Background: an optimization exercise with open tools, aiming at small area. Do not read the settings as production practice.
RTL that was checked went through simulation tests only; none was proved equivalent to the original.
The RTL of run 5 was laid out without a check of its function.
No activity file was given, so power comes from the tool's default toggle rates.

$ cat run.sh
#!/bin/bash
# synth_recipe.tcl (not shown) runs the flow's synth.tcl, then flattens the netlist and writes it again
# the make line also repeats each setting of config.mk as NAME=value (left out here)
make -C /OpenROAD-flow-scripts/flow DESIGN_CONFIG=/design/flow/config.mk WORK_HOME=/design/flow/orfs CLKGATE_MAP_FILE= SYNTH_SCRIPT=/design/flow/synth_recipe.tcl finish
$ cat config.mk
export PLATFORM = sky130hd
export DESIGN_NAME = TOP_image_and_mouse
export DESIGN_NICKNAME = TOP_image_and_mouse
export VERILOG_FILES = /design/flow/design.v
export SDC_FILE = /design/flow/constraint.sdc
export NUM_CORES = 4
export LEC_CHECK = 0
export CAP_MARGIN = 20
export CORE_MARGIN = 2
export CORE_UTILIZATION = 40
export SLEW_MARGIN = 20
$ cat constraint.sdc
create_clock -name core_clock -period 10.0 [get_ports {clk}]
set_input_delay 2.0000 -clock core_clock [delete_from_list [all_inputs] [get_ports {clk}]]
set_output_delay 2.0000 -clock core_clock [all_outputs]
set_load 0.01 [all_outputs]
$ cat design.v
`timescale 1ns / 1ps
module TOP_image_and_mouse(
    input clk, reset_p,
    input data,
    input data_clk,
    input RsRx,
    input [0:0] sw,
    output Hsync, Vsync,
    output [3:0] V2M_Red, V2M_Green, V2M_Blue,
    output fb_we,
    output [16:0] fb_waddr,
    output [11:0] fb_wdata,
    output [16:0] fb_raddr,
    input  [11:0] fb_rdata);
    reg [1:0] pc;
    always @(posedge clk or posedge reset_p)
        if (reset_p) pc <= 2'd0;
        else         pc <= pc + 2'd1;
    wire tick = (pc == 2'd1);
    reg [9:0] hc, vc;
    always @(posedge clk or posedge reset_p)
        if (reset_p) hc <= 10'd800;
        else if (tick) hc <= (hc == 10'd802) ? 10'd2 : hc + 10'd1;
    wire vtick = (pc == 2'd3) && (hc == 10'd658);
    always @(posedge clk or posedge reset_p)
        if (reset_p) vc <= 10'd523;
        else if (vtick) vc <= (vc == 10'd524) ? 10'd0 : vc + 10'd1;
    wire h_on = (hc < 10'd642);
    wire v_on = (vc < 10'd480);
    wire disp = h_on && v_on;
    assign Hsync = !((hc >= 10'd658) && (hc <= 10'd753));
    assign Vsync = !((vc == 10'd491) || (vc == 10'd492));
    assign fb_raddr = {(v_on ? vc[8:1] : 8'd0), (h_on ? hc[9:1] : 9'd1)};
    wire px0 = h_on & hc[0];
    reg [11:0] last;
    reg [11:0] temp;      
    always @(posedge clk or posedge reset_p)
        if (reset_p) last <= 12'd0;
        else if (tick && sw[0] && px0) last <= fb_rdata;
    wire [4:0] sr = last[11:8] + fb_rdata[11:8];
    wire [4:0] sg = last[7:4]  + fb_rdata[7:4];
    wire [4:0] sb = last[3:0]  + fb_rdata[3:0];
    always @(posedge clk)
        if (tick) temp <= (sw[0] && !px0) ? {sr[4:1], sg[4:1], sb[4:1]} : fb_rdata;
    reg mc1, mc2;
    always @(posedge clk or posedge reset_p)
        if (reset_p) begin mc1 <= 1'b0; mc2 <= 1'b0; end
        else begin mc1 <= data_clk; mc2 <= mc1; end
    wire mnedge = mc2 & ~mc1;           
    wire mpre   = mc1 & ~data_clk;      
    reg [5:0] mcnt;
    reg f1, f2;
    always @(posedge clk or posedge reset_p)
        if (reset_p) begin mcnt <= 6'd0; f1 <= 1'b0; f2 <= 1'b0; end
        else begin
            if (mcnt == 6'd44) mcnt <= 6'd0;
            else if (mnedge) mcnt <= mcnt + 6'd1;
            f1 <= (mcnt == 6'd44);
            f2 <= f1;
        end
    reg [3:0] fl;         
    reg [7:0] mx, my;     
    wire cap_fl = mpre && (mcnt >= 6'd5)  && (mcnt <= 6'd8);
    wire cap_x  = mpre && (mcnt >= 6'd12) && (mcnt <= 6'd19);
    wire cap_y  = mpre && (mcnt >= 6'd23) && (mcnt <= 6'd30);
    wire jx0 = (mcnt == 6'd12), jx7 = (mcnt == 6'd19);
    wire jy0 = (mcnt == 6'd23), jy7 = (mcnt == 6'd30);
    wire bx = fl[2] ? (jx0 ? 1'b1 : jx7 ? ~fl[0] : fl[0]) : data;
    wire by = fl[3] ? (jy0 ? 1'b1 : jy7 ? ~fl[1] : fl[1]) : data;
    always @(posedge clk) begin
        if (cap_fl) fl <= {data, fl[3:1]};
        if (cap_x)  mx <= {bx, mx[7:1]};
        if (cap_y)  my <= {by, my[7:1]};
    end
    reg [12:0] cx;        
    reg [11:0] cy;        
    wire [13:0] nx = {1'b0, cx} + {{6{mx[7]}}, mx};
    wire [13:0] ny = {2'b0, cy} - {{6{my[7]}}, my};
    always @(posedge clk or posedge reset_p)
        if (reset_p) begin cx <= 13'd0; cy <= 12'd0; end
        else if (f2) begin
            if (nx[13]) cx <= 13'd0;
            else if (nx[12:3] >= 10'd640) cx <= {10'd639, nx[2:0]};
            else cx <= nx[12:0];
            if (ny[13]) cy <= 12'd0;
            else if (ny[12:3] >= 10'd480) cy <= {9'd479, ny[2:0]};
            else cy <= ny[11:0];
        end
    wire [9:0] vx = cx[12:3];
    wire [9:0] vy = {1'b0, cy[11:3]};
    wire [9:0] dx = hc + ~vx;
    wire [9:0] dy = vc - vy;
    wire cur = (dx[9:3] == 7'd0) && (dx[2:0] != 3'd0) &&
               (dy[9:3] == 7'd0) && (dy[2:0] != 3'd7);
    reg [11:0] rgb;
    always @(posedge clk or posedge reset_p)
        if (reset_p) rgb <= 12'd0;
        else if (!disp) rgb <= 12'd0;
        else rgb <= cur ? 12'hf00 : temp;
    assign {V2M_Red, V2M_Green, V2M_Blue} = rgb;
    reg rxd;
    wire upre = rxd & ~RsRx;    
    reg run;
    reg [3:0] ph;
    reg [9:0] baud;
    reg [1:0] bcnt;
    wire bwrap = (baud == 10'd867);
    always @(posedge clk or posedge reset_p)
        if (reset_p) begin
            rxd <= 1'b0; run <= 1'b0; ph <= 4'd15; baud <= 10'd1022; bcnt <= 2'd0;
        end
        else begin
            rxd <= RsRx;
            if (ph == 4'd8) begin
                baud <= 10'd1023;
                ph <= 4'd9;
                run <= upre;
                bcnt <= bcnt + 2'd1;
            end
            else if (!ph[3]) begin
                if (bwrap) begin baud <= 10'd0; ph <= ph + 4'd1; end
                else baud <= baud + 10'd1;
            end
            else begin
                if (ph != 4'd15) ph <= ph + 4'd1;
                if (run) begin
                    if (bwrap) begin baud <= 10'd0; ph <= 4'd0; end
                    else baud <= baud + 10'd1;
                end
                else if (upre) run <= 1'b1;
            end
        end
    reg [31:0] sh;        
    always @(posedge clk)
        if (!ph[3] && baud == 10'd433) sh <= {RsRx, sh[31:1]};
    wire x_ok = !sh[9] && !(sh[8] && (sh[7] || sh[6]));
    wire y_ok = !sh[19] && !sh[18] && !(&sh[17:14]);
    assign fb_we    = (ph == 4'd14) && (bcnt == 2'd0) && x_ok && y_ok;
    assign fb_waddr = {sh[17:10], sh[8:0]};
    assign fb_wdata = sh[31:20];
endmodule
==> results of run 1 <==
-- cells by family (layout without fill, tap and decap cells) --
group / Yosys count / after routing / synth area share, %
compound gates: 209 / 209 / 14.5
fa+ha+maj: 78 / 78 / 10.8
buf+inv: 118 / 181 / 5.90
xor+xnor: 49 / 49 / 4.60
mux: 16 / 16 / 1.83
simple gates: 292 / 292 / 15.8
flops: 163 / 163 / 46.6
-- synth_stat cells (all sizes together) (3+ instances only) --
library cell	count	area (µm²)
nand2b	24	150
nor2	60	225
and2	17	106
nand3	18	90.1
o21a	11	82.6
a31oi	10	62.6
nor3	17	85.1
dfstp	20	526
a211o	3	26.3
a211oi	5	42.5
nand2	76	285
o311ai	4	35.0
o221a	5	56.3
mux2	11	124
nand4	14	87.6
nor4	9	62.6
a31o	4	35.0
fa	7	140
inv	67	251
o22ai	12	75.1
o21ai	57	285
nor3b	12	90.1
xnor2	24	210
nor4b	3	38.8
a22o	5	43.8
a21o	15	114
xor2	25	226
o211ai	6	45.0
mux2i	5	50.1
a221oi	8	70.1
or3	4	25.0
edfxtp	64	1920
buf	32	238
nor2b	17	106
clkbuf	19	71.3
ha	71	888
dfrtp	79	1980
a21oi	44	220
and3	11	68.8
-- power by group --
part	switching, mW	internal, mW
clock	0.286	0.351
combinational	0.112	0.0913
sequential	0.0310	0.724
total	0.430	1.17
-- cell type report --
type	count	area share (%)
Multi-Input combinational cell	644	41.2
Sequential cell	163	40.3
Timing Repair Buffer	82	7.38
Clock buffer	18	3.91
Tap cell	319	3.63
Inverter	67	2.31
Clock inverter	14	1.31
-- per-layer routing --
layer	global-route usage [%]	vias up	share of wire, %
li1	-	3398	-
met4	5.15	0	1.5
met1	24.0	3201	52
met5	0	-	0
met2	24.3	133	42
met3	3.04	20	3.7
-- registers in the layout, summed over array words and instances (netlist names), 2 cells and up --
signal and flops:
cx 13, my 8, baud 10, ph 4, bcnt 2, cy 12, rgb 12, temp 12
mcnt 6, hc 10, last 12, mx 8, pc 2, vc 10, sh 32, fl 4
-- worst max-delay path, stage by stage, from the launching register on --
cell	delay, ns
dfrtp_1	0.43
and3_1	0.24
a21oi_1	0.81
and2_1	0.23
clkdlybuf4s50_1	0.56
-- worst max-delay path by stage --
stage,from,endpoint,cells past startpoint
2_1_floorplan,baud[7],sh[0],4
3_3_place_gp,vc[7],fb_raddr[13],4
3_5_place_dp,data_clk,my[1],3
4_1_cts,vc[7],fb_raddr[13],4
5_1_grt,vc[6],fb_raddr[13],4
6_report,vc[7],fb_raddr[13],4
-- through the flow --
step / setup slack (ns) / util [%] / hold slack, ns
finish: 5.32 / 47.0 / 0.349
detailed placement: 5.73 / 44.5 / 0.335
floorplan: 5.30 / - / 0.331
global route: 5.22 / 47.0 / 0.375
CTS: 5.32 / 46.9 / 0.350
global placement: 5.78 / 44.5 / 0.333
==> results_tabular.tex, run 1 <==
\begin{tabular}{lr}
\hline
Metric & Value \\
\hline
\multicolumn{2}{l}{\textbf{Placed design}} \\
\quad Routability cong. & approximately 0.83 \\
\quad Placed cell areas & 0.0104 mm² \\
\quad Cell Count Post-Placement & approximately 1,300 \\
\quad HPWL Detailed & between 10,000 and 15,000 µm \\
\quad IO Port Bufs & 78 \\
\multicolumn{2}{l}{\textbf{Yosys}} \\
\quad Mapped Area & between 0.009 and 0.01 mm² \\
\quad Cell variety after synth & just under 70 \\
\quad Number of synthesis warnings & 1 \\
\quad Fraction of registers with async set/reset & 60.7\% \\
\quad Flip-flop and latch count after synthesis & between 150 and 200 \\
\quad Number of synthesized flops with an enable pin & between 60 and 70 \\
\quad Share of the yosys chip area belonging to registers & between 40\% and 50\% \\
\quad Synth Flop Type & dfrtp\_1 \\
\quad Per-instance average area after synthesis & between 10 and 15 µm² \\
\quad Gate count after technology mapping & just over 900 \\
\quad Post-Synthesis Net Count & 1,021 \\
\multicolumn{2}{l}{\textbf{Cells and area}} \\
\quad Filler cell count & between 2,000 and 2,500 \\
\quad Number of antenna repair diodes & 0 \\
\quad Number of standard cells in the layout, taps in and fillers out & between 1,000 and 1,500 \\
\quad Leading cell type in the layout, fill and taps excluded & dfrtp\_1 \\
\quad Final Net Count & between 1,000 and 1,500 \\
\quad P\&R area growth vs syn & 15.7\% \\
\quad Ratio of cells with drive above 1 in the final layout & $\sim$8.8\% \\
\quad Most used cells in the layout excluding fill and tap cells & 79 x dfrtp\_1, 78 x clkdlybuf4s50\_1, 76 x nand2\_1, 71 x ha\_1, 66 x inv\_1 \\
\quad Register cell area after layout & between 0.004 and 0.005 mm² \\
\quad Post-route design area & between 0.01 and 0.015 mm² \\
\quad Area of the multi-input gates & about 0.0045 mm² \\
\multicolumn{2}{l}{\textbf{Clocking}} \\
\quad Post-cts gate resize count & 0 \\
\quad H-tree levels & 4 \\
\quad Number of buffers added for setup after CTS & 0 \\
\quad Later-pin clock latency in the skew report & 0.42 ns \\
\quad Hold-fix buffer count after cts & 0 \\
\quad CTS clock-pin slew for the worst setup and hold paths & 0.07 ns \\
\quad Clk buf depth & 2 \\
\quad TritonCTS clock tree & done \\
\quad CTS buffer count & 17 \\
\quad Clock Root Buffer & clkbuf\_16 \\
\quad Clock sinks & 163 \\
\multicolumn{2}{l}{\textbf{Global routing}} \\
\quad Tot GR Track Use & 16.3\% \\
\quad Number of global-route vias before repair & between 6,000 and 7,000 \\
\quad Aggregate global routing overflow & 0 \\
\quad Pin count of the biggest net entering global routing & 61 \\
\quad Global-route wire length before repair & 32,500 µm \\
\quad Initial antenna violation count & 0 \\
\multicolumn{2}{l}{\textbf{Power and ir drop}} \\
\quad Power per Cell Area & around 150 mW/mm² \\
\quad VDD IR-drop max & just over 0.07 mV \\
\quad Static leakage & 4.46 nW \\
\quad Total power & $\sim$1.6 mW \\
\multicolumn{2}{l}{\textbf{Timing}} \\
\quad Final critical path time including I/O delays and setup & 4.68 ns \\
\quad Final worst path period share & around 47\% \\
\quad Setup-failing EPs final & 0 \\
\quad Maximum operating frequency & $\sim$210 MHz \\
\quad Transition time of the tightest slew-check pin & 1.01 ns \\
\quad Fin Clk Skew & between 0.01 and 0.015 ns \\
\quad Final hold violations & 0 \\
\quad Unrepaired setup endpoints after global routing & false \\
\quad Final number of max-transition violations & 0 \\
\quad Max-Slew Margin vs Limit & 32.7\% \\
\quad Final-layout setup total negative slack & 0 ns \\
\multicolumn{2}{l}{\textbf{Worst setup path}} \\
\quad Reg2reg path depth & 9 \\
\quad Nature of the critical path startpoint & flop \\
\quad R2r startpoint & hc[8] \\
\quad Sort of element at the end of the critical path & primary output \\
\quad Highest fanout seen on the critical path & 10 \\
\quad Kind of critical path & flop to primary output \\
\quad Data arrival time of the critical path & $\sim$2.7 ns \\
\quad Worst reg2reg path endpoint & rgb[7] \\
\quad Data required time at the worst endpoint & approximately 8 ns \\
\quad Flop-to-flop setup slack & around 6.6 ns \\
\multicolumn{2}{l}{\textbf{Floorplanning}} \\
\quad Width of the die & around 160 µm \\
\quad Effective utilization at floorplan & $\sim$41\% \\
\quad FP Rows & between 50 and 60 \\
\quad Total Die Area & between 0.02 and 0.03 mm² \\
\quad Boundary pin count & 79 \\
\quad Die Y & 158 µm \\
\quad Core area & roughly 0.023 mm² \\
\multicolumn{2}{l}{\textbf{Outcome}} \\
\quad Outcome & timing/DRC/antenna clean \\
\multicolumn{2}{l}{\textbf{Worst hold path}} \\
\quad Endpoint of the worst hold path & f2 \\
\quad Worst hold path type & flop to flop \\
\quad Worst Hold Path Cells & 0 \\
\quad Hold Path Origin & f1 \\
\multicolumn{2}{l}{\textbf{Route}} \\
\quad DRC viols & 0 \\
\quad Number of nets with antenna violations after routing & 0 \\
\quad Avg Vias per Cell & roughly 5.2 \\
\quad First DRT Iteration DRCs & 387 \\
\quad First-pass detailed-route iteration total & 5 \\
\quad Vias post-DR & between 6,000 and 7,000 \\
\quad Wirelength, routed & between 15,000 and 20,000 µm \\
\quad Routed WL per cell & 14.9 µm \\
\multicolumn{2}{l}{\textbf{Job}} \\
\quad Maxcap violations & 0 \\
\hline
\end{tabular}
==> run 2: changes to the inputs <==
--- a/design.v
+++ b/design.v
@@ -39,7 +39,13 @@
         else if (tick && sw[0] && px0) last <= fb_rdata;
-    wire [4:0] sr = last[11:8] + fb_rdata[11:8];
-    wire [4:0] sg = last[7:4]  + fb_rdata[7:4];
-    wire [4:0] sb = last[3:0]  + fb_rdata[3:0];
+    wire [12:0] bc;
+    wire [11:0] bs;
+    genvar i;
+    generate for (i = 0; i < 12; i = i + 1) begin : g_bl
+        wire ci = (i % 4 == 0) ? 1'b0 : bc[i];
+        assign bs[i] = last[i] ^ fb_rdata[i] ^ ci;
+        assign bc[i+1] = (last[i] & fb_rdata[i]) | (ci & (last[i] ^ fb_rdata[i]));
+    end endgenerate
+    wire [11:0] blend = {bc[12], bs[11:9], bc[8], bs[7:5], bc[4], bs[3:1]};
     always @(posedge clk)
-        if (tick) temp <= (sw[0] && !px0) ? {sr[4:1], sg[4:1], sb[4:1]} : fb_rdata;
+        if (tick) temp <= (sw[0] && !px0) ? blend : fb_rdata;
     reg mc1, mc2;
@@ -76,4 +82,14 @@
     reg [11:0] cy;        
-    wire [13:0] nx = {1'b0, cx} + {{6{mx[7]}}, mx};
-    wire [13:0] ny = {2'b0, cy} - {{6{my[7]}}, my};
+    wire [13:0] xa = {1'b0, cx}, xb = {{6{mx[7]}}, mx};
+    wire [13:0] ya = {2'b0, cy}, yb = ~{{6{my[7]}}, my};
+    wire [14:0] xc, yc;
+    wire [13:0] nx, ny;
+    assign xc[0] = 1'b0;
+    assign yc[0] = 1'b1;
+    generate for (i = 0; i < 14; i = i + 1) begin : g_mv
+        assign nx[i] = xa[i] ^ xb[i] ^ xc[i];
+        assign xc[i+1] = (xa[i] & xb[i]) | (xc[i] & (xa[i] ^ xb[i]));
+        assign ny[i] = ya[i] ^ yb[i] ^ yc[i];
+        assign yc[i+1] = (ya[i] & yb[i]) | (yc[i] & (ya[i] ^ yb[i]));
+    end endgenerate
     always @(posedge clk or posedge reset_p)
@@ -82,6 +98,6 @@
             if (nx[13]) cx <= 13'd0;
-            else if (nx[12:3] >= 10'd640) cx <= {10'd639, nx[2:0]};
+            else if (nx[12] & (nx[11] | nx[10])) cx <= {10'd639, nx[2:0]};
             else cx <= nx[12:0];
             if (ny[13]) cy <= 12'd0;
-            else if (ny[12:3] >= 10'd480) cy <= {9'd479, ny[2:0]};
+            else if (ny[11] & ny[10] & ny[9] & ny[8]) cy <= {9'd479, ny[2:0]};
             else cy <= ny[11:0];
@@ -90,4 +106,12 @@
     wire [9:0] vy = {1'b0, cy[11:3]};
-    wire [9:0] dx = hc + ~vx;
-    wire [9:0] dy = vc - vy;
+    wire [10:0] dxc, dyc;
+    wire [9:0] dx, dy;
+    assign dxc[0] = 1'b0;
+    assign dyc[0] = 1'b1;
+    generate for (i = 0; i < 10; i = i + 1) begin : g_cur
+        assign dx[i] = hc[i] ^ ~vx[i] ^ dxc[i];
+        assign dxc[i+1] = (hc[i] & ~vx[i]) | (dxc[i] & (hc[i] ^ ~vx[i]));
+        assign dy[i] = vc[i] ^ ~vy[i] ^ dyc[i];
+        assign dyc[i+1] = (vc[i] & ~vy[i]) | (dyc[i] & (vc[i] ^ ~vy[i]));
+    end endgenerate
     wire cur = (dx[9:3] == 7'd0) && (dx[2:0] != 3'd0) &&
@@ -106,6 +130,8 @@
     reg [1:0] bcnt;
-    wire bwrap = (baud == 10'd867);
+    wire bwrap = (baud == 10'b0110011001);        
+    wire bmid  = (baud == 10'b1000000101);        
+    wire [9:0] bnext = {baud[8:0], ~(baud[9] ^ baud[6])};
     always @(posedge clk or posedge reset_p)
         if (reset_p) begin
-            rxd <= 1'b0; run <= 1'b0; ph <= 4'd15; baud <= 10'd1022; bcnt <= 2'd0;
+            rxd <= 1'b0; run <= 1'b0; ph <= 4'd15; baud <= 10'd0; bcnt <= 2'd0;
         end
@@ -114,3 +140,3 @@
             if (ph == 4'd8) begin
-                baud <= 10'd1023;
+                baud <= 10'b0000000001;
                 ph <= 4'd9;
@@ -120,4 +146,4 @@
             else if (!ph[3]) begin
-                if (bwrap) begin baud <= 10'd0; ph <= ph + 4'd1; end
-                else baud <= baud + 10'd1;
+                if (bwrap) begin baud <= 10'b0000000011; ph <= ph + 4'd1; end
+                else baud <= bnext;
             end
@@ -126,4 +152,4 @@
                 if (run) begin
-                    if (bwrap) begin baud <= 10'd0; ph <= 4'd0; end
-                    else baud <= baud + 10'd1;
+                    if (bwrap) begin baud <= 10'b0000000011; ph <= 4'd0; end
+                    else baud <= bnext;
                 end
@@ -134,3 +160,3 @@
     always @(posedge clk)
-        if (!ph[3] && baud == 10'd433) sh <= {RsRx, sh[31:1]};
+        if (!ph[3] && bmid) sh <= {RsRx, sh[31:1]};
     wire x_ok = !sh[9] && !(sh[8] && (sh[7] || sh[6]));
==> flow/run.sh (new file) <==
#!/bin/bash
# Own layout flow: the standard flow (standard synthesis unchanged), with
# minimum-size port buffers and a clock tree of small buffers without dummy loads.
set -euo pipefail
export BUFFER_PORTS_ARGS="-buffer_cell sky130_fd_sc_hd__buf_1"
export CTS_ARGS="-sink_clustering_enable -repair_clock_nets -buf_list sky130_fd_sc_hd__clkbuf_8 -dont_use_dummy_load"
bash standard.sh synth > synth.log 2>&1
bash standard.sh > layout.log 2>&1
==> standard.sh (new file) <==
#!/bin/bash
# synth_recipe.tcl (not shown) runs the flow's synth.tcl, then flattens the netlist and writes it again
# the make line also repeats each setting of config.mk as NAME=value (left out here)
make -C /OpenROAD-flow-scripts/flow DESIGN_CONFIG=/design/flow/config.mk WORK_HOME=/design/flow/orfs CLKGATE_MAP_FILE= SYNTH_SCRIPT=/design/flow/synth_recipe.tcl "${@:-finish}"
removed: run.sh
==> run 2 against run 1 <==
  * Still clean
  * Register-to-register slack lost 2.0 ns
  * Non-clock buffer count shrank 2
  * Combinational power shrank 38%
  * Via count shrank 25%
  * Cell count shrank 23%
  * Clock power shrank 44%
  * Synthesized cell count shrank 26%
  * Global-route usage shrank 1.1 points
  * Setup slack lost 0.76 ns
==> results_tabular.tex, run 2 <==
\begin{tabular}{lr}
\hline
Metric & Value \\
\hline
\multicolumn{2}{l}{\textbf{Outcome}} \\
\quad Outcome & timing/DRC/antenna clean (unchanged) \\
\multicolumn{2}{l}{\textbf{Global routing}} \\
\quad Pin count of the biggest net entering global routing & 67 (was 61) \\
\quad Tot GR Track Use & 15.3\% (was 16.3\%) \\
\quad Aggregate global routing overflow & 0 (unchanged) \\
\quad Initial antenna violation count & 0 (unchanged) \\
\quad Number of global-route vias before repair & 5,218 (was 6,381) \\
\quad Global-route wire length before repair & 26,600 µm (was 32,500 µm) \\
\multicolumn{2}{l}{\textbf{Cells and area}} \\
\quad Max FFs per register & 32 (unchanged) \\
\quad Top flop regs & sh (32), cx (13) (unchanged) \\
\quad Number of antenna repair diodes & 0 (unchanged) \\
\quad Final core utilization & 44.0\% (was 47.0\%) \\
\quad Most used cells in the layout excluding fill and tap cells & 93 x inv\_1, 88 x dfrtp\_1, 78 x buf\_1, 64 x edfxtp\_1, 48 x fa\_1 (was 79 x dfrtp\_1, 78 x clkdlybuf4s50\_1, 76 x nand2\_1, 71 x ha\_1, 66 x inv\_1) \\
\quad P\&R area growth vs syn & 7.16\% (was 15.7\%) \\
\quad Ratio of cells with drive above 1 in the final layout & 8.03\% (was 8.81\%) \\
\quad Register containing the most flip-flops in the final layout & sh (unchanged) \\
\quad Post-route design area & 0.00897 mm² (was 0.0110 mm²) \\
\quad Leading cell type in the layout, fill and taps excluded & inv\_1 (was dfrtp\_1) \\
\quad Final Net Count & 822 (was 1,071) \\
\multicolumn{2}{l}{\textbf{Worst hold path}} \\
\quad Hold Path Origin & f1 (unchanged) \\
\quad Worst hold path type & flop to flop (unchanged) \\
\quad Endpoint of the worst hold path & f2 (unchanged) \\
\quad Worst Hold Path Cells & 0 (unchanged) \\
\multicolumn{2}{l}{\textbf{Timing}} \\
\quad Maximum operating frequency & 184 MHz (was 214 MHz) \\
\quad Unrepaired setup endpoints after global routing & false (unchanged) \\
\quad Final number of max-transition violations & 0 (unchanged) \\
\quad Final-layout setup total negative slack & 0 ns (unchanged) \\
\quad Final hold slack & 0.359 ns (was 0.349 ns) \\
\quad Final hold violations & 0 (unchanged) \\
\quad Setup-failing EPs final & 0 (unchanged) \\
\quad Transition time of the tightest slew-check pin & 0.858 ns (was 1.01 ns) \\
\quad Fin Clk Skew & 0.0259 ns (was 0.0110 ns) \\
\quad Final critical path time including I/O delays and setup & 5.44 ns (was 4.68 ns) \\
\quad Final worst path period share & 54.4\% (was 46.8\%) \\
\quad Max-Slew Margin vs Limit & 42.8\% (was 32.7\%) \\
\multicolumn{2}{l}{\textbf{Worst setup path}} \\
\quad Critical path's top delay family & adder cells (was compound AO/OA/AOI/OAI gates) \\
\quad Critical path, cell by cell & ha\_1 > inv\_1 > fa\_1 > fa\_1 > inv\_1 > fa\_1 > inv\_1 > fa\_1 > fa\_1 > inv\_1 > fa\_1 > fa\_1 > fa\_1 > fa\_1 > inv\_1 > fa\_1 > inv\_1 > fa\_1 > fa\_1 > inv\_1 > a21oi\_1 > nor2b\_1 > o22ai\_1 (was and3\_1 > a21oi\_1 > and2\_1 > clkdlybuf4s50\_1) \\
\quad Cell type of the slowest stage on the worst timing path & fa\_1 (was a21oi\_1) \\
\quad Data required time at the worst endpoint & 10.34 ns (was 8.00 ns) \\
\quad Data arrival time of the critical path & 5.78 ns (was 2.68 ns) \\
\quad Kind of critical path & flop to flop (was flop to primary output) \\
\quad Delay of the slowest cell on the worst path & 0.55 ns (was 0.81 ns) \\
\quad Cell mode on critical path & fa\_1 \\
\quad Nature of the critical path startpoint & flop (unchanged) \\
\quad Reg2reg path depth & 23 (was 9) \\
\quad Flop-to-flop setup slack & 4.56 ns (was 6.61 ns) \\
\quad R2r startpoint & mx[0] (was hc[8]) \\
\quad Number of buffers and inverters on the critical path & 7 (was 1) \\
\quad Worst Setup SP & mx[0] (was vc[7]) \\
\quad Highest fanout seen on the critical path & 7 (was 10) \\
\quad Worst reg2reg path endpoint & cx[4] (was rgb[7]) \\
\quad Sort of element at the end of the critical path & flop (was primary output) \\
\multicolumn{2}{l}{\textbf{Route}} \\
\quad Wirelength, routed & 15,600 µm (was 19,500 µm) \\
\quad Avg Vias per Cell & 5.03 (was 5.17) \\
\quad First-pass detailed-route iteration total & 4 (was 5) \\
\quad DRC viols & 0 (unchanged) \\
\quad First DRT Iteration DRCs & 298 (was 387) \\
\quad Number of nets with antenna violations after routing & 0 (unchanged) \\
\quad Top layer reached by signal wires & met4 (unchanged) \\
\quad Vias post-DR & 5,055 (was 6,752) \\
\quad Met3 wire length & 682 µm (was 727 µm) \\
\quad M1 WL & 7350 µm (was 10,200 µm) \\
\quad Routed wire length on met2 & 7210 µm (was 8280 µm) \\
\quad Routed WL per cell & 15.5 µm (was 14.9 µm) \\
\multicolumn{2}{l}{\textbf{Floorplanning}} \\
\quad Core area & 0.0204 mm² (was 0.0234 mm²) \\
\quad FP Rows & 52 (was 56) \\
\quad Die Y & 149 µm (was 158 µm) \\
\quad Boundary pin count & 79 (unchanged) \\
\quad Width of the die & 149 µm (was 158 µm) \\
\quad Effective utilization at floorplan & 41.1\% (was 40.6\%) \\
\quad Total Die Area & 0.0221 mm² (was 0.0250 mm²) \\
\multicolumn{2}{l}{\textbf{Yosys}} \\
\quad Synth Flop Type & dfrtp\_1 (unchanged) \\
\quad Top cell type's share of synthesized area & 26.3\% (was 20.8\%) \\
\quad Fraction of registers with async set/reset & 60.7\% (unchanged) \\
\quad Share of the yosys chip area belonging to registers & 52.7\% (was 46.6\%) \\
\quad Dominant cell type by area after synthesis & dfrtp\_1 (unchanged) \\
\quad Most frequent cells after synthesis & 94 x inv\_1, 88 x dfrtp\_1, 64 x edfxtp\_1, 48 x fa\_1, 42 x nor2\_1 (was 79 x dfrtp\_1, 76 x nand2\_1, 71 x ha\_1, 67 x inv\_1, 64 x edfxtp\_1) \\
\quad Flip-flop and latch count after synthesis & 163 (unchanged) \\
\quad Library cell with the highest instance count after synthesis & inv\_1 (was dfrtp\_1) \\
\quad Gate count after technology mapping & 682 (was 925) \\
\quad Per-instance average area after synthesis & 12.3 µm² (was 10.3 µm²) \\
\quad Synth top area cells & dfrtp\_1 26\%, edfxtp\_1 23\%, fa\_1 11\% (was dfrtp\_1 21\%, edfxtp\_1 20\%, ha\_1 9.4\%) \\
\quad Number of synthesis warnings & 1 (unchanged) \\
\quad Mapped Area & 0.00837 mm² (was 0.00950 mm²) \\
\quad Cell variety after synth & 66 (was 68) \\
\quad Number of synthesized flops with an enable pin & 64 (unchanged) \\
\quad Post-Synthesis Net Count & 767 (was 1,021) \\
\multicolumn{2}{l}{\textbf{Clocking}} \\
\quad Clock sinks & 163 (unchanged) \\
\quad Number of buffers added for setup after CTS & 0 (unchanged) \\
\quad Clk buf depth & 2 (unchanged) \\
\quad CTS clock-pin slew for the worst setup and hold paths & 0.08 ns (was 0.07 ns) \\
\quad Post-cts gate resize count & 0 (unchanged) \\
\quad CTS buffer count & 17 (unchanged) \\
\quad TritonCTS clock tree & done (unchanged) \\
\quad Later-pin clock latency in the skew report & 0.44 ns (was 0.42 ns) \\
\quad H-tree levels & 4 (unchanged) \\
\quad Clock Root Buffer & clkbuf\_8 (was clkbuf\_16) \\
\quad Hold-fix buffer count after cts & 0 (unchanged) \\
\multicolumn{2}{l}{\textbf{Power and ir drop}} \\
\quad Static leakage & 3.64 nW (was 4.46 nW) \\
\quad Power per Cell Area & 138 mW/mm² (was 145 mW/mm²) \\
\quad VDD IR-drop max & 0.0675 mV (was 0.0714 mV) \\
\multicolumn{2}{l}{\textbf{Placed design}} \\
\quad HPWL Detailed & 11,500 µm (was 14,000 µm) \\
\quad IO Port Bufs & 78 (unchanged) \\
\quad Routability cong. & 0.886 (was 0.833) \\
\quad Placed cell areas & 0.00873 mm² (was 0.0104 mm²) \\
\multicolumn{2}{l}{\textbf{Job}} \\
\quad Maxcap violations & 0 (unchanged) \\
\hline
\end{tabular}
## run 2: cell types whose count changed after synthesis, moves of 12 or more
cell	before	now
a22o_1	5	17
nor2_1	60	42
nand2_1	76	40
nand2b_1	24	3
a21o_1	14	0
inv_1	67	94
fa_1	7	48
o21ai_0	57	18
ha_1	71	19
xor2_1	24	5
a21oi_1	44	8
## run 2: cell families after synthesis
| kind of cell | Yosys count | synth area share [%] |
|---|---|---|
| AO/OA/AOI/OAI | 87 | 7.67 |
| XOR/XNOR | 22 | 2.48 |
| adder cells (fa/ha/maj) | 67 | 14.3 |
| buffers and inverters | 138 | 7.73 |
| flip-flops | 163 | 52.7 |
| multiplexers | 26 | 3.50 |
| AND/OR/NAND/NOR | 179 | 11.6 |
## run 2: how the worst max path moves through the flow
stage	to	cells after the start	slack (ns)
2_1_floorplan	cx[3]	23	5.02
3_3_place_gp	cx[5]	23	4.85
3_5_place_dp	cx[4]	23	4.59
4_1_cts	cx[4]	23	4.54
5_1_grt	cx[4]	23	4.19
6_report	cx[4]	23	4.56
## run 2: cell type report
type	count	area, µm²
Multi-Input combinational cell	381	3320
Timing Repair Buffer	80	308
Tap cell	270	338
Fill cell	1921	11400
Inverter	94	355
Clock buffer	17	234
Sequential cell	163	4410
## run 2: metrics by stage
stage / cells / worst slack (ns) / total power [mW]
floorplan: 682 / 5.02 / 0.858
global placement: 988 / 4.85 / 0.884
CTS: 1005 / 4.54 / 1.25
finish: 1005 / 4.56 / 1.23
detailed placement: 988 / 4.59 / 0.891
global route: 1005 / 4.19 / 1.31
## run 2: power breakdown
part	internal, mW	switching [mW]
Clock	0.150	0.205
Sequential	0.721	0.0309
Combinational	0.0536	0.0722
## run 2: metal layers
| metal | vias to the layer above | track usage, % |
|---|---|---|
| li1 | 2376 | - |
| met1 | 2533 | 21.0 |
| met2 | 122 | 23.8 |
| met3 | 24 | 3.37 |
| met4 | 0 | 5.71 |
| met5 | - | 0 |
==> run 3: changes to the inputs <==
==> run.sh (new file) <==
#!/bin/bash
# synth_recipe.tcl (not shown) runs the flow's synth.tcl, then flattens the netlist and writes it again
# the make line also repeats each setting of config.mk as NAME=value (left out here)
make -C /OpenROAD-flow-scripts/flow DESIGN_CONFIG=/design/flow/config.mk WORK_HOME=/design/flow/orfs CLKGATE_MAP_FILE= SYNTH_SCRIPT=/design/flow/synth_recipe.tcl finish
removed: flow/run.sh
removed: standard.sh
==> run 3 against run 2 <==
  * Power grew 23%
  * Combinational power is essentially flat
  * Maximum frequency grew 2.4%
  * Area after synthesis is the same
  * Worst hold slack lost 0.014 ns
  * Sequential cell count is the same
  * Setup slack gained 0.13 ns
  * Cell count grew 1.4%
  * Clock skew shrank 0.018 ns
  * Critical path depth is the same
  * Cell area grew 9.2%
  * Register-to-register slack gained 0.13 ns
  * Critical endpoint is now cx[6]
==> results_tabular.tex, run 3 <==
\begin{tabular}{lr}
\hline
Metric & Value \\
\hline
\multicolumn{2}{l}{\textbf{Cells and area}} \\
\quad Leading cell type in the layout, fill and taps excluded & inv\_1 (unchanged) \\
\quad Filler cell count & 1,781 (was 1,921) \\
\quad P\&R area growth vs syn & 17.1\% (was 7.16\%) \\
\quad Post-route design area & 0.00980 mm² (was 0.00897 mm²) \\
\quad Ratio of cells with drive above 1 in the final layout & 9.48\% (was 8.03\%) \\
\quad Most used cells in the layout excluding fill and tap cells & 93 x inv\_1, 88 x dfrtp\_1, 78 x clkdlybuf4s50\_1, 64 x edfxtp\_1, 48 x fa\_1 (was 93 x inv\_1, 88 x dfrtp\_1, 78 x buf\_1, 64 x edfxtp\_1, 48 x fa\_1) \\
\quad Max FFs per register & 32 (unchanged) \\
\quad Final core utilization & 48.1\% (was 44.0\%) \\
\quad Register containing the most flip-flops in the final layout & sh (unchanged) \\
\quad Top flop regs & sh (32), cx (13) (unchanged) \\
\quad Final Net Count & 822 (unchanged) \\
\quad Number of antenna repair diodes & 0 (unchanged) \\
\multicolumn{2}{l}{\textbf{Global routing}} \\
\quad Global-route wire length before repair & 26,500 µm (was 26,600 µm) \\
\quad Pin count of the biggest net entering global routing & 82 (was 67) \\
\quad Number of global-route vias before repair & 5,152 (was 5,218) \\
\quad Initial antenna violation count & 0 (unchanged) \\
\quad Tot GR Track Use & 15.3\% (about the same) \\
\quad Aggregate global routing overflow & 0 (unchanged) \\
\multicolumn{2}{l}{\textbf{Yosys}} \\
\quad Post-Synthesis Net Count & 767 (unchanged) \\
\quad Fraction of registers with async set/reset & 60.7\% (unchanged) \\
\quad Dominant cell type by area after synthesis & dfrtp\_1 (unchanged) \\
\quad Gate count after technology mapping & 682 (unchanged) \\
\quad Flip-flop and latch count after synthesis & 163 (unchanged) \\
\quad Number of synthesized flops with an enable pin & 64 (unchanged) \\
\quad Mapped Area & 0.00837 mm² (unchanged) \\
\quad Number of synthesis warnings & 1 (unchanged) \\
\quad Synth Flop Type & dfrtp\_1 (unchanged) \\
\quad Synth top area cells & dfrtp\_1 26\%, edfxtp\_1 23\%, fa\_1 11\% (unchanged) \\
\quad Most frequent cells after synthesis & 94 x inv\_1, 88 x dfrtp\_1, 64 x edfxtp\_1, 48 x fa\_1, 42 x nor2\_1 (unchanged) \\
\quad Top cell type's share of synthesized area & 26.3\% (unchanged) \\
\quad Library cell with the highest instance count after synthesis & inv\_1 (unchanged) \\
\quad Share of the yosys chip area belonging to registers & 52.7\% (unchanged) \\
\quad Cell variety after synth & 66 (unchanged) \\
\quad Per-instance average area after synthesis & 12.3 µm² (unchanged) \\
\multicolumn{2}{l}{\textbf{Worst setup path}} \\
\quad Data arrival time of the critical path & 5.64 ns (was 5.78 ns) \\
\quad Critical path, cell by cell & ha\_1 > inv\_1 > fa\_1 > fa\_1 > inv\_1 > fa\_1 > inv\_1 > fa\_1 > fa\_1 > inv\_1 > fa\_1 > fa\_1 > fa\_1 > fa\_1 > inv\_1 > fa\_1 > inv\_1 > fa\_1 > fa\_1 > inv\_1 > a21oi\_1 > nor2\_1 > o22ai\_1 (was ha\_1 > inv\_1 > fa\_1 > fa\_1 > inv\_1 > fa\_1 > inv\_1 > fa\_1 > fa\_1 > inv\_1 > fa\_1 > fa\_1 > fa\_1 > fa\_1 > inv\_1 > fa\_1 > inv\_1 > fa\_1 > fa\_1 > inv\_1 > a21oi\_1 > nor2b\_1 > o22ai\_1) \\
\quad Cell type of the slowest stage on the worst timing path & fa\_1 (unchanged) \\
\quad Critical path's top delay family & adder cells (unchanged) \\
\quad Number of buffers and inverters on the critical path & 7 (unchanged) \\
\quad Cell mode on critical path & fa\_1 (unchanged) \\
\quad Sort of element at the end of the critical path & flop (unchanged) \\
\quad Highest fanout seen on the critical path & 7 (unchanged) \\
\quad Delay of the slowest cell on the worst path & 0.54 ns (was 0.55 ns) \\
\quad Kind of critical path & flop to flop (unchanged) \\
\quad Nature of the critical path startpoint & flop (unchanged) \\
\quad Data required time at the worst endpoint & 10.33 ns (was 10.34 ns) \\
\multicolumn{2}{l}{\textbf{Floorplanning}} \\
\quad Die Y & 149 µm (unchanged) \\
\quad Core area & 0.0204 mm² (unchanged) \\
\quad Total Die Area & 0.0221 mm² (unchanged) \\
\quad FP Rows & 52 (unchanged) \\
\quad Boundary pin count & 79 (unchanged) \\
\quad Width of the die & 149 µm (unchanged) \\
\quad Effective utilization at floorplan & 41.1\% (unchanged) \\
\multicolumn{2}{l}{\textbf{Clocking}} \\
\quad Clock sinks & 163 (unchanged) \\
\quad Clock Root Buffer & clkbuf\_16 (was clkbuf\_8) \\
\quad CTS buffer count & 17 (unchanged) \\
\quad Post-cts gate resize count & 0 (unchanged) \\
\quad CTS clock-pin slew for the worst setup and hold paths & 0.06 ns (was 0.08 ns) \\
\quad Hold-fix buffer count after cts & 0 (unchanged) \\
\quad H-tree levels & 4 (unchanged) \\
\quad Later-pin clock latency in the skew report & 0.43 ns (was 0.44 ns) \\
\quad Number of buffers added for setup after CTS & 0 (unchanged) \\
\quad TritonCTS clock tree & done (unchanged) \\
\quad Clk buf depth & 2 (unchanged) \\
\multicolumn{2}{l}{\textbf{Route}} \\
\quad Wirelength, routed & 15,600 µm (about the same) \\
\quad Number of nets with antenna violations after routing & 0 (unchanged) \\
\quad First-pass detailed-route iteration total & 4 (unchanged) \\
\quad First DRT Iteration DRCs & 361 (was 298) \\
\quad Avg Vias per Cell & 4.91 (was 5.03) \\
\quad Vias post-DR & 5,008 (was 5,055) \\
\quad DRC viols & 0 (unchanged) \\
\quad Routed WL per cell & 15.3 µm (was 15.5 µm) \\
\multicolumn{2}{l}{\textbf{Placed design}} \\
\quad IO Port Bufs & 78 (unchanged) \\
\quad Worst slack at placement & 4.69 ns (was 4.59 ns) \\
\quad Placed cell areas & 0.00922 mm² (was 0.00873 mm²) \\
\quad Routability cong. & 0.855 (was 0.886) \\
\quad HPWL Detailed & 11,400 µm (was 11,500 µm) \\
\multicolumn{2}{l}{\textbf{Timing}} \\
\quad Final critical path time including I/O delays and setup & 5.31 ns (was 5.44 ns) \\
\quad Final hold violations & 0 (unchanged) \\
\quad Transition time of the tightest slew-check pin & 0.905 ns (was 0.858 ns) \\
\quad Slack of the critical path & 4.69 ns (was 4.56 ns) \\
\quad Final number of max-transition violations & 0 (unchanged) \\
\quad Final worst path period share & 53.1\% (was 54.4\%) \\
\quad Setup-failing EPs final & 0 (unchanged) \\
\quad Max-Slew Margin vs Limit & 39.7\% (was 42.8\%) \\
\quad Maximum operating frequency & 188 MHz (was 184 MHz) \\
\quad Unrepaired setup endpoints after global routing & false (unchanged) \\
\quad Final-layout setup total negative slack & 0 ns (unchanged) \\
\quad Fin Clk Skew & 0.00805 ns (was 0.0259 ns) \\
\multicolumn{2}{l}{\textbf{Power and ir drop}} \\
\quad Power per Cell Area & 154 mW/mm² (was 138 mW/mm²) \\
\quad VDD IR-drop max & 0.104 mV (was 0.0675 mV) \\
\quad Total power & 1.51 mW (was 1.23 mW) \\
\quad Static leakage & 4.00 nW (was 3.64 nW) \\
\multicolumn{2}{l}{\textbf{Job}} \\
\quad Maxcap violations & 0 (unchanged) \\
\multicolumn{2}{l}{\textbf{Outcome}} \\
\quad Outcome & timing/DRC/antenna clean (unchanged) \\
\multicolumn{2}{l}{\textbf{Worst hold path}} \\
\quad Worst hold path type & flop to flop (unchanged) \\
\hline
\end{tabular}
## run 3: stage by stage
stage	std cells	hold slack (ns)
after floorplan	682	0.331
after global placement	988	0.335
after detailed placement	988	0.335
after CTS	1019	0.344
after global routing	1019	0.364
final	1019	0.345
## run 3: routing by layer
metal / global-route usage [%] / up-vias / wire [µm]
li1: - / 2399 / -
met1: 21.2 / 2487 / 7330
met2: 24.1 / 105 / 7490
met3: 3.13 / 17 / 589
met4: 5.38 / 0 / 209
met5: 0 / - / 0
## run 3: final cells by class
type	instances	area (µm²)	share of cell area, %
tap	270	338	3.45
timing repair buffer	80	800	8.16
clock buffer	21	470	4.80
sequential	163	4410	45.0
multi-input combinational	381	3320	33.9
clock inverter	10	101	1.03
inverter	94	355	3.63
## run 3: worst paths after layout
path | start | endpoint | slack, ns | cells past startpoint
min in group asynchronous | reset_p | rgb[5] | 1.86 | 2
hold / removal | f1 | f2 | 0.35 | 0
hold reg to reg | f1 | f2 | 0.35 | 0
max in group asynchronous | reset_p | cx[10] | 7.15 | 3
setup / recovery | mx[0] | cx[6] | 4.69 | 23
setup reg to reg | mx[0] | cx[6] | 4.69 | 23
## run 3: power by group
part	switching (mW)	leakage [nW]	internal, mW
combinational	0.0710	1.88	0.0585
clock	0.266	0.276	0.364
sequential	0.0311	1.84	0.722
## run 3: worst register-to-register path: cells and delay by family (launching register included)
kind	cells	cell delay, ns
compound gates	2	0.54
fa+ha+maj	13	3.79
buf+inv	7	0.41
flops	1	0.37
simple gates	1	0.10
## run 3: cell families (layout without fill, tap and decap cells)
kind of cell             after synthesis  in the layout  synth area share [%]
AND/OR/NAND/NOR                      179            179                  11.6
flip-flops                           163            163                  52.7
buffers and inverters                138            205                  7.73
AO/OA/AOI/OAI                         87             87                  7.67
adder cells (fa/ha/maj)               67             67                  14.3
multiplexers                          26             26                  3.50
XOR/XNOR                              22             22                  2.48
==> run 4: changes to the inputs <==
==> flow/run.sh (new file) <==
#!/bin/bash
# Own layout flow: the standard flow (the standard synthesis unchanged),
# with minimum-size port buffers, a clock tree of clkbuf_8 without dummy
# loads, and logic cells downsized before the placement repair.
set -euo pipefail
here=$(pwd)
export BUFFER_PORTS_ARGS="-buffer_cell sky130_fd_sc_hd__buf_1"
export CTS_ARGS="-sink_clustering_enable -repair_clock_nets -buf_list sky130_fd_sc_hd__clkbuf_8 -dont_use_dummy_load"
export PRE_RESIZE_TCL="$here/flow/downsize.tcl"
bash standard.sh synth > "$here/synth.log" 2>&1
bash standard.sh > "$here/layout.log" 2>&1
==> flow/downsize.tcl (new file) <==
# Before the placement repair: give every logic cell the smallest drive
# strength of its function; repair_design then fixes any slew, capacitance
# or fanout violation this causes.
set db [ord::get_db]
set block [ord::get_db_block]
set dont_use $::env(DONT_USE_CELLS)
set n 0
foreach inst [$block getInsts] {
  set m [$inst getMaster]
  if { [$m getType] ne "CORE" } { continue }
  set name [$m getName]
  if { ![regexp {^(sky130_fd_sc_hd__[a-z0-9]+)_([0-9]+)$} $name -> base ds] } { continue }
  set best $name
  set barea [expr { [$m getWidth] * [$m getHeight] }]
  foreach d {0 1 2 4 6 8 12 16} {
    set cand "${base}_$d"
    if { $cand eq $name || [lsearch -exact $dont_use $cand] >= 0 } { continue }
    set cm [$db findMaster $cand]
    if { $cm eq "NULL" } { continue }
    set a [expr { [$cm getWidth] * [$cm getHeight] }]
    if { $a < $barea } { set best $cand; set barea $a }
  }
  if { $best ne $name } {
    replace_cell [$inst getName] $best
    incr n
  }
}
puts "downsize: $n cells downsized"
==> standard.sh (new file) <==
#!/bin/bash
# synth_recipe.tcl (not shown) runs the flow's synth.tcl, then flattens the netlist and writes it again
# the make line also repeats each setting of config.mk as NAME=value (left out here)
make -C /OpenROAD-flow-scripts/flow DESIGN_CONFIG=/design/flow/config.mk WORK_HOME=/design/flow/orfs CLKGATE_MAP_FILE= SYNTH_SCRIPT=/design/flow/synth_recipe.tcl "${@:-finish}"
removed: run.sh
==> run 4 against run 3 <==
  * Non-clock buffer count rose by 3
  * Register-to-register slack got worse by 0.07 ns
  * Power fell by 19%
  * Critical path depth did not move
  * Sequential power barely moved
==> results_tabular.tex, run 4 <==
\begin{tabular}{lr}
\hline
Metric & Value \\
\hline
\multicolumn{2}{l}{\textbf{Floorplanning}} \\
\quad Total Die Area & 0.0221 mm² (unchanged) \\
\quad Core area & 0.0204 mm² (unchanged) \\
\quad FP Rows & 52 (unchanged) \\
\quad Width of the die & 149 µm (unchanged) \\
\quad Die Y & 149 µm (unchanged) \\
\quad Effective utilization at floorplan & 41.1\% (unchanged) \\
\quad Boundary pin count & 79 (unchanged) \\
\multicolumn{2}{l}{\textbf{Worst setup path}} \\
\quad Critical path, cell by cell & ha\_1 > inv\_1 > fa\_1 > fa\_1 > inv\_1 > fa\_1 > inv\_1 > fa\_1 > fa\_1 > inv\_1 > fa\_1 > fa\_1 > fa\_1 > fa\_1 > inv\_1 > fa\_1 > inv\_1 > fa\_1 > fa\_1 > inv\_1 > a21oi\_1 > nor2b\_1 > o22ai\_1 (was ha\_1 > inv\_1 > fa\_1 > fa\_1 > inv\_1 > fa\_1 > inv\_1 > fa\_1 > fa\_1 > inv\_1 > fa\_1 > fa\_1 > fa\_1 > fa\_1 > inv\_1 > fa\_1 > inv\_1 > fa\_1 > fa\_1 > inv\_1 > a21oi\_1 > nor2\_1 > o22ai\_1) \\
\quad Data arrival time of the critical path & 5.71 ns (was 5.64 ns) \\
\quad Flop-to-flop setup slack & 4.62 ns (was 4.69 ns) \\
\quad Nature of the critical path startpoint & flop (unchanged) \\
\quad Sort of element at the end of the critical path & flop (unchanged) \\
\quad Number of buffers and inverters on the critical path & 7 (unchanged) \\
\quad Cell type of the slowest stage on the worst timing path & fa\_1 (unchanged) \\
\quad Highest fanout seen on the critical path & 7 (unchanged) \\
\quad Kind of critical path & flop to flop (unchanged) \\
\quad Cell mode on critical path & fa\_1 (unchanged) \\
\quad Data required time at the worst endpoint & 10.34 ns (was 10.33 ns) \\
\quad Critical path's top delay family & adder cells (unchanged) \\
\quad Delay of the slowest cell on the worst path & 0.55 ns (was 0.54 ns) \\
\multicolumn{2}{l}{\textbf{Route}} \\
\quad DRC viols & 0 (unchanged) \\
\quad Routed WL per cell & 15.4 µm (was 15.3 µm) \\
\quad First DRT Iteration DRCs & 271 (was 361) \\
\quad Wirelength, routed & 15,500 µm (was 15,600 µm) \\
\quad Vias post-DR & 5,062 (was 5,008) \\
\quad First-pass detailed-route iteration total & 4 (unchanged) \\
\quad Number of nets with antenna violations after routing & 0 (unchanged) \\
\quad Avg Vias per Cell & 5.02 (was 4.91) \\
\multicolumn{2}{l}{\textbf{Timing}} \\
\quad Transition time of the tightest slew-check pin & 0.885 ns (was 0.905 ns) \\
\quad Final-layout setup total negative slack & 0 ns (unchanged) \\
\quad Slack of the critical path & 4.62 ns (was 4.69 ns) \\
\quad Maximum operating frequency & 186 MHz (was 188 MHz) \\
\quad Max-Slew Margin vs Limit & 41.0\% (was 39.7\%) \\
\quad Final hold slack & 0.351 ns (was 0.345 ns) \\
\quad Setup-failing EPs final & 0 (unchanged) \\
\quad Final hold violations & 0 (unchanged) \\
\quad Unrepaired setup endpoints after global routing & false (unchanged) \\
\quad Final worst path period share & 53.8\% (was 53.1\%) \\
\quad Final number of max-transition violations & 0 (unchanged) \\
\quad Final critical path time including I/O delays and setup & 5.38 ns (was 5.31 ns) \\
\quad Fin Clk Skew & 0.0281 ns (was 0.00805 ns) \\
\multicolumn{2}{l}{\textbf{Yosys}} \\
\quad Post-synthesis xor/xnor area fraction & 2.48\% (unchanged) \\
\quad Synth Flop Type & dfrtp\_1 (unchanged) \\
\quad Post-Synthesis Net Count & 767 (unchanged) \\
\quad Largest family of logic cells by synthesized area & adder cells (unchanged) \\
\quad Gate count after technology mapping & 682 (unchanged) \\
\quad Multiplexer share of the synthesized area & 3.50\% (unchanged) \\
\quad Cell variety after synth & 66 (unchanged) \\
\quad Adder-cell share of the synthesized area & 14.3\% (unchanged) \\
\quad Library cell with the highest instance count after synthesis & inv\_1 (unchanged) \\
\quad Synth top area cells & dfrtp\_1 26\%, edfxtp\_1 23\%, fa\_1 11\% (unchanged) \\
\quad Number of synthesis warnings & 1 (unchanged) \\
\quad Most frequent cells after synthesis & 94 x inv\_1, 88 x dfrtp\_1, 64 x edfxtp\_1, 48 x fa\_1, 42 x nor2\_1 (unchanged) \\
\quad Flip-flop and latch count after synthesis & 163 (unchanged) \\
\quad Area fraction in and, or, nand and nor cells after synthesis & 11.6\% (unchanged) \\
\quad Compound-Gate Fraction of Synth Area & 7.67\% (unchanged) \\
\quad Number of synthesized flops with an enable pin & 64 (unchanged) \\
\quad Fraction of registers with async set/reset & 60.7\% (unchanged) \\
\quad Dominant cell type by area after synthesis & dfrtp\_1 (unchanged) \\
\quad Mapped Area & 0.00837 mm² (unchanged) \\
\quad Share of the yosys chip area belonging to registers & 52.7\% (unchanged) \\
\quad Per-instance average area after synthesis & 12.3 µm² (unchanged) \\
\quad Top cell type's share of synthesized area & 26.3\% (unchanged) \\
\multicolumn{2}{l}{\textbf{Cells and area}} \\
\quad Most used cells in the layout excluding fill and tap cells & 93 x inv\_1, 88 x dfrtp\_1, 78 x buf\_1, 64 x edfxtp\_1, 48 x fa\_1 (was 93 x inv\_1, 88 x dfrtp\_1, 78 x clkdlybuf4s50\_1, 64 x edfxtp\_1, 48 x fa\_1) \\
\quad Leading cell type in the layout, fill and taps excluded & inv\_1 (unchanged) \\
\quad Register cell area after layout & 0.00441 mm² (unchanged) \\
\quad Filler cell count & 1,899 (was 1,781) \\
\quad P\&R area growth vs syn & 6.64\% (was 17.1\%) \\
\quad Post-route design area & 0.00892 mm² (was 0.00980 mm²) \\
\quad Final core utilization & 43.8\% (was 48.1\%) \\
\quad Register containing the most flip-flops in the final layout & sh (unchanged) \\
\quad Area of the multi-input gates & 0.00324 mm² (was 0.00332 mm²) \\
\quad Max FFs per register & 32 (unchanged) \\
\quad Top flop regs & sh (32), cx (13) (unchanged) \\
\quad Number of antenna repair diodes & 0 (unchanged) \\
\quad Ratio of cells with drive above 1 in the final layout & 6.50\% (was 9.48\%) \\
\quad Final Net Count & 825 (was 822) \\
\multicolumn{2}{l}{\textbf{Power and ir drop}} \\
\quad VDD IR-drop max & 0.0639 mV (was 0.104 mV) \\
\quad Power per Cell Area & 138 mW/mm² (was 154 mW/mm²) \\
\quad Cell Int Power & 0.924 mW (was 1.14 mW) \\
\quad Power dissipated by switching net loads & 0.307 mW (was 0.368 mW) \\
\quad Sw Share & 24.9\% (was 24.4\%) \\
\quad Power share of the sequential group & 61.1\% (was 49.8\%) \\
\quad Clock network fraction of total power & 28.9\% (was 41.7\%) \\
\quad Logic pwr share & 10.0\% (was 8.6\%) \\
\quad Static leakage & 3.63 nW (was 4.00 nW) \\
\multicolumn{2}{l}{\textbf{Global routing}} \\
\quad Pin count of the biggest net entering global routing & 35 (was 82) \\
\quad Aggregate global routing overflow & 0 (unchanged) \\
\quad Global-route wire length before repair & 26,300 µm (was 26,500 µm) \\
\quad Number of global-route vias before repair & 5,216 (was 5,152) \\
\quad Initial antenna violation count & 0 (unchanged) \\
\quad Tot GR Track Use & 15.1\% (was 15.3\%) \\
\multicolumn{2}{l}{\textbf{Clocking}} \\
\quad Number of buffers added for setup after CTS & 0 (unchanged) \\
\quad H-tree levels & 4 (unchanged) \\
\quad Post-cts gate resize count & 0 (unchanged) \\
\quad CTS buffer count & 17 (unchanged) \\
\quad Later-pin clock latency in the skew report & 0.45 ns (was 0.43 ns) \\
\quad TritonCTS clock tree & done (unchanged) \\
\quad Clk buf depth & 2 (unchanged) \\
\quad Clock sinks & 163 (unchanged) \\
\quad Clock Root Buffer & clkbuf\_8 (was clkbuf\_16) \\
\quad CTS clock-pin slew for the worst setup and hold paths & 0.07 ns (was 0.06 ns) \\
\quad Hold-fix buffer count after cts & 0 (unchanged) \\
\multicolumn{2}{l}{\textbf{Placed design}} \\
\quad Routability cong. & 0.886 (was 0.855) \\
\quad HPWL Detailed & 11,600 µm (was 11,400 µm) \\
\quad Placed cell areas & 0.00869 mm² (was 0.00922 mm²) \\
\quad Worst slack at placement & 4.63 ns (was 4.69 ns) \\
\quad IO Port Bufs & 78 (unchanged) \\
\multicolumn{2}{l}{\textbf{Job}} \\
\quad Maxcap violations & 0 (unchanged) \\
\multicolumn{2}{l}{\textbf{Worst hold path}} \\
\quad Worst hold path type & flop to flop (unchanged) \\
\multicolumn{2}{l}{\textbf{Outcome}} \\
\quad Outcome & timing/DRC/antenna clean (unchanged) \\
\hline
\end{tabular}
-- run 4: cells by family (layout without fill, tap and decap cells) --
logic type               count (synthesis)  count (layout)
flip-flops                             163             163
AND/OR/NAND/NOR                        179             179
XOR/XNOR                                22              22
adder cells (fa/ha/maj)                 67              67
AO/OA/AOI/OAI                           87              87
buffers and inverters                  138             194
multiplexers                            26              26
-- run 4: worst paths after layout --
kind | startpoint | endpoint | cells after the start
max | cx[0] | cx[4] | 23
min | f1 | f2 | 0
max reg2reg | cx[0] | cx[4] | 23
min reg2reg | f1 | f2 | 0
max in group asynchronous | reset_p | vc[1] | 4
min in group asynchronous | reset_p | rgb[2] | 2
-- run 4: area by class of cell --
type,count,share of cell area [%]
clock buffer,17,2.62
inverter,94,3.95
multi-input combinational,381,36.3
sequential,163,49.4
tap,270,3.79
timing repair buffer,83,3.93
-- run 4: metrics by stage --
| stage | power [mW] | std cells |
|---|---|---|
| floorplan | 0.858 | 682 |
| global placement | 0.884 | 988 |
| detailed placement | 0.890 | 991 |
| CTS | 1.25 | 1008 |
| global route | 1.30 | 1008 |
| finish | 1.23 | 1008 |
-- run 4: power by group through the flow --
stage	Combinational, mW	Clock, mW	Sequential (mW)
floorplan	0.107	0	0.751
global placement	0.120	0	0.764
detailed placement	0.124	0	0.765
CTS	0.125	0.370	0.752
global route	0.145	0.399	0.757
finish	0.123	0.355	0.752
-- run 4: routing by layer --
layer  GRT usage [%]  vias to the layer above  share of wire [%]
met2            24.1                      102                 46
met4            5.10                        0                2.1
met1            20.6                     2546                 48
li1                -                     2393                  -
met3            3.25                       21                3.9
met5               0                        -                  0
==> run 5: changes to the inputs <==
--- a/design.v
+++ b/design.v
@@ -45,3 +45,3 @@
         assign bs[i] = last[i] ^ fb_rdata[i] ^ ci;
-        assign bc[i+1] = (last[i] & fb_rdata[i]) | (ci & (last[i] ^ fb_rdata[i]));
+        assign bc[i+1] = (last[i] & fb_rdata[i]) | (last[i] & ci) | (fb_rdata[i] & ci);
     end endgenerate
@@ -73,3 +73,3 @@
     wire jy0 = (mcnt == 6'd23), jy7 = (mcnt == 6'd30);
-    wire bx = fl[2] ? (jx0 ? 1'b1 : jx7 ? ~fl[0] : fl[0]) : data;
+    wire bx = fl[2] ? (jx0 ? 1'b0 : jx7 ? fl[0] : ~fl[0]) : ~data;
     wire by = fl[3] ? (jy0 ? 1'b1 : jy7 ? ~fl[1] : fl[1]) : data;
@@ -80,28 +80,28 @@
     end
-    reg [12:0] cx;        
-    reg [11:0] cy;        
-    wire [13:0] xa = {1'b0, cx}, xb = {{6{mx[7]}}, mx};
-    wire [13:0] ya = {2'b0, cy}, yb = ~{{6{my[7]}}, my};
+    reg [12:0] ncx;
+    reg [11:0] ncy;
+    wire [13:0] xa = {1'b1, ncx}, xb = {{6{mx[7]}}, mx};
+    wire [13:0] ya = {2'b11, ncy}, yb = {{6{my[7]}}, my};
     wire [14:0] xc, yc;
     wire [13:0] nx, ny;
-    assign xc[0] = 1'b0;
-    assign yc[0] = 1'b1;
+    assign xc[0] = 1'b1;
+    assign yc[0] = 1'b0;
     generate for (i = 0; i < 14; i = i + 1) begin : g_mv
         assign nx[i] = xa[i] ^ xb[i] ^ xc[i];
-        assign xc[i+1] = (xa[i] & xb[i]) | (xc[i] & (xa[i] ^ xb[i]));
+        assign xc[i+1] = (xa[i] & xb[i]) | (xa[i] & xc[i]) | (xb[i] & xc[i]);
         assign ny[i] = ya[i] ^ yb[i] ^ yc[i];
-        assign yc[i+1] = (ya[i] & yb[i]) | (yc[i] & (ya[i] ^ yb[i]));
+        assign yc[i+1] = (ya[i] & yb[i]) | (ya[i] & yc[i]) | (yb[i] & yc[i]);
     end endgenerate
     always @(posedge clk or posedge reset_p)
-        if (reset_p) begin cx <= 13'd0; cy <= 12'd0; end
+        if (reset_p) begin ncx <= 13'h1fff; ncy <= 12'hfff; end
         else if (f2) begin
-            if (nx[13]) cx <= 13'd0;
-            else if (nx[12] & (nx[11] | nx[10])) cx <= {10'd639, nx[2:0]};
-            else cx <= nx[12:0];
-            if (ny[13]) cy <= 12'd0;
-            else if (ny[11] & ny[10] & ny[9] & ny[8]) cy <= {9'd479, ny[2:0]};
-            else cy <= ny[11:0];
+            if (!nx[13]) ncx <= 13'h1fff;
+            else if (!nx[12] & (!nx[11] | !nx[10])) ncx <= {~10'd639, nx[2:0]};
+            else ncx <= nx[12:0];
+            if (!ny[13]) ncy <= 12'hfff;
+            else if (ny[11:8] == 4'd0) ncy <= {~9'd479, ny[2:0]};
+            else ncy <= ny[11:0];
         end
-    wire [9:0] vx = cx[12:3];
-    wire [9:0] vy = {1'b0, cy[11:3]};
+    wire [9:0] nvx = ncx[12:3];           
+    wire [9:0] nvy = {1'b1, ncy[11:3]};   
     wire [10:0] dxc, dyc;
@@ -111,6 +111,6 @@
     generate for (i = 0; i < 10; i = i + 1) begin : g_cur
-        assign dx[i] = hc[i] ^ ~vx[i] ^ dxc[i];
-        assign dxc[i+1] = (hc[i] & ~vx[i]) | (dxc[i] & (hc[i] ^ ~vx[i]));
-        assign dy[i] = vc[i] ^ ~vy[i] ^ dyc[i];
-        assign dyc[i+1] = (vc[i] & ~vy[i]) | (dyc[i] & (vc[i] ^ ~vy[i]));
+        assign dx[i] = hc[i] ^ nvx[i] ^ dxc[i];
+        assign dxc[i+1] = (hc[i] & nvx[i]) | (hc[i] & dxc[i]) | (nvx[i] & dxc[i]);
+        assign dy[i] = vc[i] ^ nvy[i] ^ dyc[i];
+        assign dyc[i+1] = (vc[i] & nvy[i]) | (vc[i] & dyc[i]) | (nvy[i] & dyc[i]);
     end endgenerate
--- a/flow/run.sh
+++ b/flow/run.sh
@@ -7,3 +7,3 @@
 export BUFFER_PORTS_ARGS="-buffer_cell sky130_fd_sc_hd__buf_1"
-export CTS_ARGS="-sink_clustering_enable -repair_clock_nets -buf_list sky130_fd_sc_hd__clkbuf_8 -dont_use_dummy_load"
+export CTS_ARGS="-sink_clustering_enable -repair_clock_nets -buf_list sky130_fd_sc_hd__clkbuf_8 -dont_use_dummy_load -sink_clustering_size 24 -sink_clustering_max_diameter 80"
 export PRE_RESIZE_TCL="$here/flow/downsize.tcl"
==> run 5 against run 4 <==
  * Cell count fell by 1.9%
  * Via count fell by 2.0%
  * Cell area rose by 0.42%
  * Clock-buffer cell count did not move
  * Sequential power rose by 0.8%
  * Area after synthesis rose by 0.33%
  * Combinational power rose by 4%
  * Clock power barely moved
  * Critical path depth fell by 3
  * Utilization fell by 0.78 points
  * Setup slack got worse by 0.41 ns
  * Maximum frequency fell by 7.1%
==> results_tabular.tex, run 5 <==
\begin{tabular}{lr}
\hline
Metric & Value \\
\hline
\multicolumn{2}{l}{\textbf{Clocking}} \\
\quad Later-pin clock latency in the skew report & 0.45 ns (about the same) \\
\quad Clock sinks & 163 (unchanged) \\
\quad Clock Root Buffer & clkbuf\_8 (unchanged) \\
\quad Number of buffers added for setup after CTS & 0 (unchanged) \\
\quad Hold-fix buffer count after cts & 0 (unchanged) \\
\quad CTS clock-pin slew for the worst setup and hold paths & 0.08 ns (was 0.07 ns) \\
\multicolumn{2}{l}{\textbf{Route}} \\
\quad Routed WL per cell & 15.4 µm (about the same) \\
\quad Wirelength, routed & 15,200 µm (was 15,500 µm) \\
\quad DRC viols & 0 (unchanged) \\
\quad Number of nets with antenna violations after routing & 0 (unchanged) \\
\multicolumn{2}{l}{\textbf{Worst setup path}} \\
\quad R2r startpoint & ncx[0] (was cx[0]) \\
\quad Termination of the worst setup path & ncx[4] (was cx[4]) \\
\quad Worst reg2reg path endpoint & ncx[4] (was cx[4]) \\
\quad Data arrival time of the critical path & 6.13 ns (was 5.71 ns) \\
\quad Nature of the critical path startpoint & flop (unchanged) \\
\quad Kind of critical path & flop to flop (unchanged) \\
\quad Flop-to-flop setup slack & 4.21 ns (was 4.62 ns) \\
\multicolumn{2}{l}{\textbf{Timing}} \\
\quad Final critical path time including I/O delays and setup & 5.79 ns (was 5.38 ns) \\
\quad Final hold violations & 0 (unchanged) \\
\multicolumn{2}{l}{\textbf{Yosys}} \\
\quad Most frequent cells after synthesis & 64 x edfxtp\_1, 63 x dfrtp\_1, 63 x inv\_1, 48 x fa\_1, 43 x nor2\_1 (was 94 x inv\_1, 88 x dfrtp\_1, 64 x edfxtp\_1, 48 x fa\_1, 42 x nor2\_1) \\
\quad Number of synthesis warnings & 1 (unchanged) \\
\quad Share of the yosys chip area belonging to registers & 52.9\% (was 52.7\%) \\
\quad Gate count after technology mapping & 661 (was 682) \\
\quad Number of synthesized flops with an enable pin & 64 (unchanged) \\
\quad Top cell type's share of synthesized area & 22.9\% (was 26.3\%) \\
\multicolumn{2}{l}{\textbf{Floorplanning}} \\
\quad Total Die Area & 0.0222 mm² (was 0.0221 mm²) \\
\quad Effective utilization at floorplan & 40.3\% (was 41.1\%) \\
\multicolumn{2}{l}{\textbf{Cells and area}} \\
\quad Top flop regs & sh (32), ncx (13) (was sh (32), cx (13)) \\
\quad Max FFs per register & 32 (unchanged) \\
\quad P\&R area growth vs syn & 6.74\% (was 6.64\%) \\
\quad Ratio of cells with drive above 1 in the final layout & 11.5\% (was 6.50\%) \\
\multicolumn{2}{l}{\textbf{Outcome}} \\
\quad Outcome & timing/DRC/antenna clean (unchanged) \\
\multicolumn{2}{l}{\textbf{Global routing}} \\
\quad Initial antenna violation count & 0 (unchanged) \\
\quad Global-route wire length before repair & 25,600 µm (was 26,300 µm) \\
\hline
\end{tabular}
==> run 5: critical path, stage by stage, from the launching register on <==
cell     delay [ns]
dfstp_2        0.53
inv_1          0.04
ha_1           0.17
inv_1          0.07
fa_1           0.17
fa_1           0.16
inv_1          0.05
fa_1           0.38
fa_1           0.39
fa_1           0.39
fa_1           0.38
fa_1           0.39
fa_1           0.40
fa_1           0.41
fa_1           0.38
inv_1          0.08
fa_1           0.18
fa_1           0.46
a21oi_1        0.43
nor2_1         0.08
o22a_1         0.18
==> run 5: cell families (layout without fill, tap and decap cells) <==
group	count (synthesis)	count (layout)	synth area share, %
flops	163	163	52.9
fa+ha+maj	68	68	14.4
buf+inv	113	166	6.79
simple gates	182	182	12.4
compound gates	80	80	6.75
xor+xnor	21	21	2.37
mux	34	34	4.34
==> run 5: layout make-up <==
cell class	count	area, µm²
Inverter	63	236
Clock buffer	17	234
Timing Repair Buffer	86	375
Sequential cell	163	4440
Fill cell	1993	11900
Multi-Input combinational cell	385	3330
Tap cell	275	344
==> run 5: how the worst min path moves through the flow <==
stage / cells after the start / end / slack, ns / from
global route: 0 / f2 / 0.36 / f1
detailed placement: 0 / f2 / 0.34 / f1
global placement: 0 / f2 / 0.34 / f1
CTS: 0 / f2 / 0.36 / f1
finish: 0 / f2 / 0.35 / f1
floorplan: 0 / f2 / 0.33 / f1
==> run 5: routing by layer <==
metal  track usage (%)  part of all wire [%]  vias up
met5                 0                     0        -
met4              4.52                   1.1        0
met2              23.3                    49      105
met3              3.39                   3.8       14
met1              20.1                    46     2490
li1                  -                     -     2350
==> run 5: through the flow <==
step	total power, mW	setup slack [ns]	cells
floorplan	0.861	4.47	661
global placement	0.889	4.41	969
finish	1.24	4.21	989
detailed placement	0.900	4.22	972
CTS	1.26	4.22	989
global route	1.31	3.92	989
==> run 5: power by group <==
part,switching (mW),internal [mW]
clock network,0.202,0.150
registers,0.0321,0.725
logic,0.0695,0.0587

Check on run 5: ideal ports give 4.215 ns setup slack; a clkbuf_16 on the clock port and buf_2 on the inputs give 4.215 ns; moving port delays by the midpoint clock arrival (0.472 ns) as well gives 4.215 ns.
